Background: an optimization exercise with open tools, aiming at small area. Do not read the settings as production practice.
Only simulation tests tie the RTL to the original design; equivalence was not proved.
Power and IR drop assume default switching activity.

## ember
## Top_Student
module Top_Student (input clk, input rst, input btnC, btnU, btnL, btnR, btnD, input [12:0] pixel_index,
    output reg [15:0] pixel_data, output reg [9:0] led, output [6:0] seg, output [3:0] an);
    wire clk_25m = clk;
    wire en_1h;
    wire en_10h;
    wire en_1k;
    localparam [3:0] C_BLACK = 4'd0, C_ORANGE = 4'd11;
    reg [3:0] oled_data;
    always @ (*) begin
        case (oled_data)
            4'd0: pixel_data = 16'b00000_000000_00000;
            4'd1: pixel_data = 16'b11111_111111_11111;
            4'd2: pixel_data = 16'b00001_101011_11010;
            4'd3: pixel_data = 16'b11101_011110_00001;
            4'd4: pixel_data = 16'b11100_000111_00010;
            4'd5: pixel_data = 16'b00010_100101_00001;
            4'd6: pixel_data = 16'b11010_110110_00001;
            4'd7: pixel_data = 16'b10100_011001_00001;
            4'd8: pixel_data = 16'b11110_110101_10101;
            4'd9: pixel_data = 16'b00000_000000_11111;
            4'd10: pixel_data = 16'b00000_111111_00000;
            default: pixel_data = 16'b11111_100000_00000;
        endcase
    end
  ...
For scale: about 8400 cells after synthesis, about 610 flip-flops, about 57 I/O pins.
clock: 35.0 ns
lec_check: 0
abc_area: 1
cap_margin: 20
core_margin: 2
core_utilization: 40
cts_buf_list: sky130_fd_sc_hd__clkbuf_8
cts_cluster_size: 20
slew_margin: 20
run.sh (not shown) runs the stock make flow with config.mk's settings and CLKGATE_MAP_FILE= SYNTH_SCRIPT=/design/flow/synth_recipe.tcl, a recipe that flattens the netlist after the stock synthesis.
What juniper does differently from ember at the input level:
# ember
export LEC_CHECK = 0
export ABC_AREA = 1
export CAP_MARGIN = 20
export CORE_MARGIN = 2
export CORE_UTILIZATION = 40
export CTS_BUF_LIST = sky130_fd_sc_hd__clkbuf_8
export CTS_CLUSTER_SIZE = 20
export SLEW_MARGIN = 20
create_clock -name core_clock -period 35.0 [get_ports {clk}]
# juniper
export LEC_CHECK = 0
export CAP_MARGIN = 20
export CORE_MARGIN = 2
export CORE_UTILIZATION = 40
export SLEW_MARGIN = 20
create_clock -name core_clock -period 35.0 [get_ports {clk}]
==> results.txt <==
- Number of instances on the worst hold path ends up higher on juniper.
- The share of synthesized area spent on multiplexers in juniper was higher than what ember gave.
- juniper ends up with a worst slack at placement that is 1790 ps higher than in ember.
- The cell area after layout of juniper falls short of that of ember by 1200 um^2.
- On final worst clock skew, juniper tracks ember almost exactly.
- Taking juniper as 1.0, ember lands at 1.5 on number of clock buffers inserted by TritonCTS.

* * *

== indigo ==
Another version of the RTL of Top_Student (not shown whole).
Size: ~4000 cells after synthesis, roughly 0.031 sq mm of cells after synthesis.
clock: 35.0 ns
lec_check: 0
cap_margin: 20
core_margin: 2
core_utilization: 60
cts_cluster_diameter: 100
cts_cluster_size: 30
gpl_timing_driven: 0
slew_margin: 20
standard.sh (not shown) runs the stock make flow with config.mk's settings and CLKGATE_MAP_FILE= SYNTH_SCRIPT=/design/flow/synth_recipe.tcl, a recipe that flattens the netlist after the stock synthesis.
==> flow/flow/run.sh <==
#!/bin/bash
# Own layout flow: the standard synthesis, then the combinational logic
# between the registers is re-mapped with a stronger ABC script (registers,
# their names and cell types are kept as the standard synthesis made them),
# then the standard layout from the re-mapped netlist.
set -euo pipefail
W=$(pwd)
P=${FLOW_PLATFORM:-sky130hd}
R=$W/orfs/results/$P/Top_Student/base
L=$W/orfs/logs/$P/Top_Student/base
LIB=$FLOW_HOME/platforms/$P/lib/sky130_fd_sc_hd__tt_025C_1v80.lib
YOSYS=$FLOW_HOME/../tools/install/yosys/bin/yosys
[ -x "$YOSYS" ] || YOSYS=yosys

bash standard.sh synth > std_synth.log 2>&1

cp $R/1_2_yosys.v $W/std_1_2_yosys.v
DU=$(grep -o -- "-dont_use [A-Za-z0-9_]*" $L/1_2_yosys.log | sort -u | tr '\n' ' ')
SEQ="$(grep -o "sky130_fd_sc_hd__[a-z0-9_]*" $W/std_1_2_yosys.v | sort -u | grep -E "__(df|ed|sd|dl)" | tr '\n' ' ') sky130_fd_sc_hd__conb_1"

# reopt ROUND IN SEED...: one ABC run per seed (its deepsyn step is seeded),
# in parallel; the smallest result becomes $W/best_ROUND.v
reopt() {
  local round=$1 in=$2; shift 2
  for S in "$@"; do
    sed -e "s#@LIB@#$LIB#g" -e "s#@DU@#$DU#g" -e "s#@SEQ@#$SEQ#g" -e "s#@IN@#$in#g" \
        -e "s#@OUT@#$W/reopt_${round}_$S.v#g" -e "s#@SEED@#$S#g" $W/flow/reopt.ys.in > $W/reopt_${round}_$S.ys
    $YOSYS -l $W/reopt_${round}_$S.log $W/reopt_${round}_$S.ys > /dev/null 2>&1 &
  done
  wait
  local best="" besta=""
  for S in "$@"; do
    local a
    a=$(grep "Chip area for top module" $W/reopt_${round}_$S.log | tail -1 | awk '{print $NF}')
    [ -n "$a" ] && [ -s $W/reopt_${round}_$S.v ] || continue
    if [ -z "$best" ] || awk "BEGIN{exit !($a < $besta)}"; then best=$S; besta=$a; fi
  done
  echo "round $round: kept ABC run $best, area $besta" >> $W/reopt_choice.log
  cp $W/reopt_${round}_$best.v $W/best_$round.v
  echo "$besta" > $W/best_$round.area
}
reopt 1 $W/std_1_2_yosys.v 1 2 3
reopt 2 $W/best_1.v 4 5 6
reopt 3 $W/best_2.v 7 8 9
reopt 4 $W/best_3.v 10 11 12
reopt 5 $W/best_4.v 13 14 15

FINAL=$W/best_1.v; FA=$(cat $W/best_1.area)
for r in 2 3 4 5; do
  if awk "BEGIN{exit !($(cat $W/best_$r.area) < $FA)}"; then FINAL=$W/best_$r.v; FA=$(cat $W/best_$r.area); fi
done
echo "using $FINAL" >> $W/reopt_choice.log
cp $FINAL $R/1_2_yosys.v
rm -f $R/1_synth.odb $R/1_synth.sdc
# every port still gets a buffer (buffer_ports in global placement), the
# smallest one, which is plenty for these ports at this clock period
bash standard.sh finish "BUFFER_PORTS_ARGS=-buffer_cell sky130_fd_sc_hd__buf_1" > std_finish.log 2>&1
==> flow/flow/reopt.ys.in <==
read_liberty -ignore_miss_func @LIB@
read_verilog @IN@
hierarchy -top Top_Student
setattr -mod -set keep_hierarchy 1 @SEQ@
flatten
opt -full
abc -liberty @LIB@ @DU@ -script +strash;&get,-n;&fraig,-x;&put;scorr;dc2;strash;&get,-n;&deepsyn,-T,240,-S,@SEED@;&put;&get,-n;&dch,-f;&nf,-R,1000;&put
opt_clean -purge
hilomap -singleton -hicell sky130_fd_sc_hd__conb_1 HI -locell sky130_fd_sc_hd__conb_1 LO
splitnets
insbuf -buf sky130_fd_sc_hd__buf_4 A X
opt_clean -purge
stat -liberty @LIB@
select Top_Student
write_verilog -noattr -noexpr -nohex -nodec -selected @OUT@
indigo completed end to end with timing, DRC and antenna clean.
### indigo -> delta
diff --git a/flow/flow/run.sh b/flow/flow/run.sh
--- a/flow/flow/run.sh
+++ b/flow/flow/run.sh
@@ -43,9 +43,7 @@
 reopt 2 $W/best_1.v 4 5 6
 reopt 3 $W/best_2.v 7 8 9
-reopt 4 $W/best_3.v 10 11 12
-reopt 5 $W/best_4.v 13 14 15
 
 FINAL=$W/best_1.v; FA=$(cat $W/best_1.area)
-for r in 2 3 4 5; do
+for r in 2 3; do
   if awk "BEGIN{exit !($(cat $W/best_$r.area) < $FA)}"; then FINAL=$W/best_$r.v; FA=$(cat $W/best_$r.area); fi
 done
diff --git a/flow/flow/reopt.ys.in b/flow/flow/reopt.ys.in
--- a/flow/flow/reopt.ys.in
+++ b/flow/flow/reopt.ys.in
@@ -5,5 +5,5 @@
 flatten
 opt -full
-abc -liberty @LIB@ @DU@ -script +strash;&get,-n;&fraig,-x;&put;scorr;dc2;strash;&get,-n;&deepsyn,-T,240,-S,@SEED@;&put;&get,-n;&dch,-f;&nf,-R,1000;&put
+abc -liberty @LIB@ @DU@ -script +strash;&get,-n;&fraig,-x;&put;scorr;dc2;strash;&get,-n;&deepsyn,-T,300,-S,@SEED@;&put;&get,-n;&dch,-f;&nf,-R,1000;&put
 opt_clean -purge
 hilomap -singleton -hicell sky130_fd_sc_hd__conb_1 HI -locell sky130_fd_sc_hd__conb_1 LO
==> results.txt <==
Gate count after technology mapping: delta vs indigo down 51. Of the two values seen for end point of the critical path, ball_row[3]$_SDFFE_PP0P_ was produced by delta and ball_row[6]$_SDFFE_PP0P_ by indigo. Compared with indigo, in delta stage delay of the slowest cell on the critical path down 60 ps; global-route usage now sits higher. The estimated power of delta ends up lower than the estimate for indigo. | static power due to leakage | delta vs indigo | better |.
The inputs of maple differ from those of delta as listed below.
diff --git a/flow/flow/run.sh b/flow/flow/run.sh
--- a/flow/flow/run.sh
+++ b/flow/flow/run.sh
@@ -42,10 +42,7 @@
 reopt 1 $W/std_1_2_yosys.v 1 2 3
 reopt 2 $W/best_1.v 4 5 6
-reopt 3 $W/best_2.v 7 8 9
 
-FINAL=$W/best_1.v; FA=$(cat $W/best_1.area)
-for r in 2 3; do
-  if awk "BEGIN{exit !($(cat $W/best_$r.area) < $FA)}"; then FINAL=$W/best_$r.v; FA=$(cat $W/best_$r.area); fi
-done
+FINAL=$W/best_2.v
+if awk "BEGIN{exit !($(cat $W/best_1.area) < $(cat $W/best_2.area))}"; then FINAL=$W/best_1.v; fi
 echo "using $FINAL" >> $W/reopt_choice.log
 cp $FINAL $R/1_2_yosys.v
maple reached the end of the flow, and the finished layout is clean on the timing, design-rule and antenna checks. Relative to delta, maple improves wire length. On maximum clock path buffer count, delta and maple are basically level. Of delta and maple, the run reporting the higher signed area change from the synthesized netlist to the final layout was maple.

[port drivers added, routing unchanged]
Ports are ideal in the flow. The routed layouts listed here were re-timed in OpenROAD. Step 1 assumes that a clkbuf_16 drives the clock port and a buf_2 every other input. Step 2 times the ports against the registers' clock, not the clock port: input delays grow and output delays shrink by t, the midpoint of the rising clock arrivals with the driver on. Slacks: ideal ports / drivers / drivers and shift; pairs: ideal ports / drivers.
run	t, ns	setup WS [ns]	worst setup path at the end	latest minus earliest clock arrival (ns)	worst slew at a driven data input, ns
ember	0.909	14.842 / 14.891 / 13.981	input to register	0.041 / 0.041	0.12
juniper	0.748	16.426 / 16.481 / 15.733	input to register	0.039 / 0.039	0.12
indigo	0.681	17.423 / 17.453 / 16.772	input to register	0.036 / 0.036	0.12
delta	0.670	17.349 / 17.382 / 16.712	input to register	0.053 / 0.052	0.09
maple	0.661	19.573 / 19.609 / 18.948	input to register	0.027 / 0.027	0.07
After both steps setup and hold are still met in every run listed. The setup slack of ember, which loses most, moves by +0.049 ns with the drivers and by -0.861 ns with both steps.
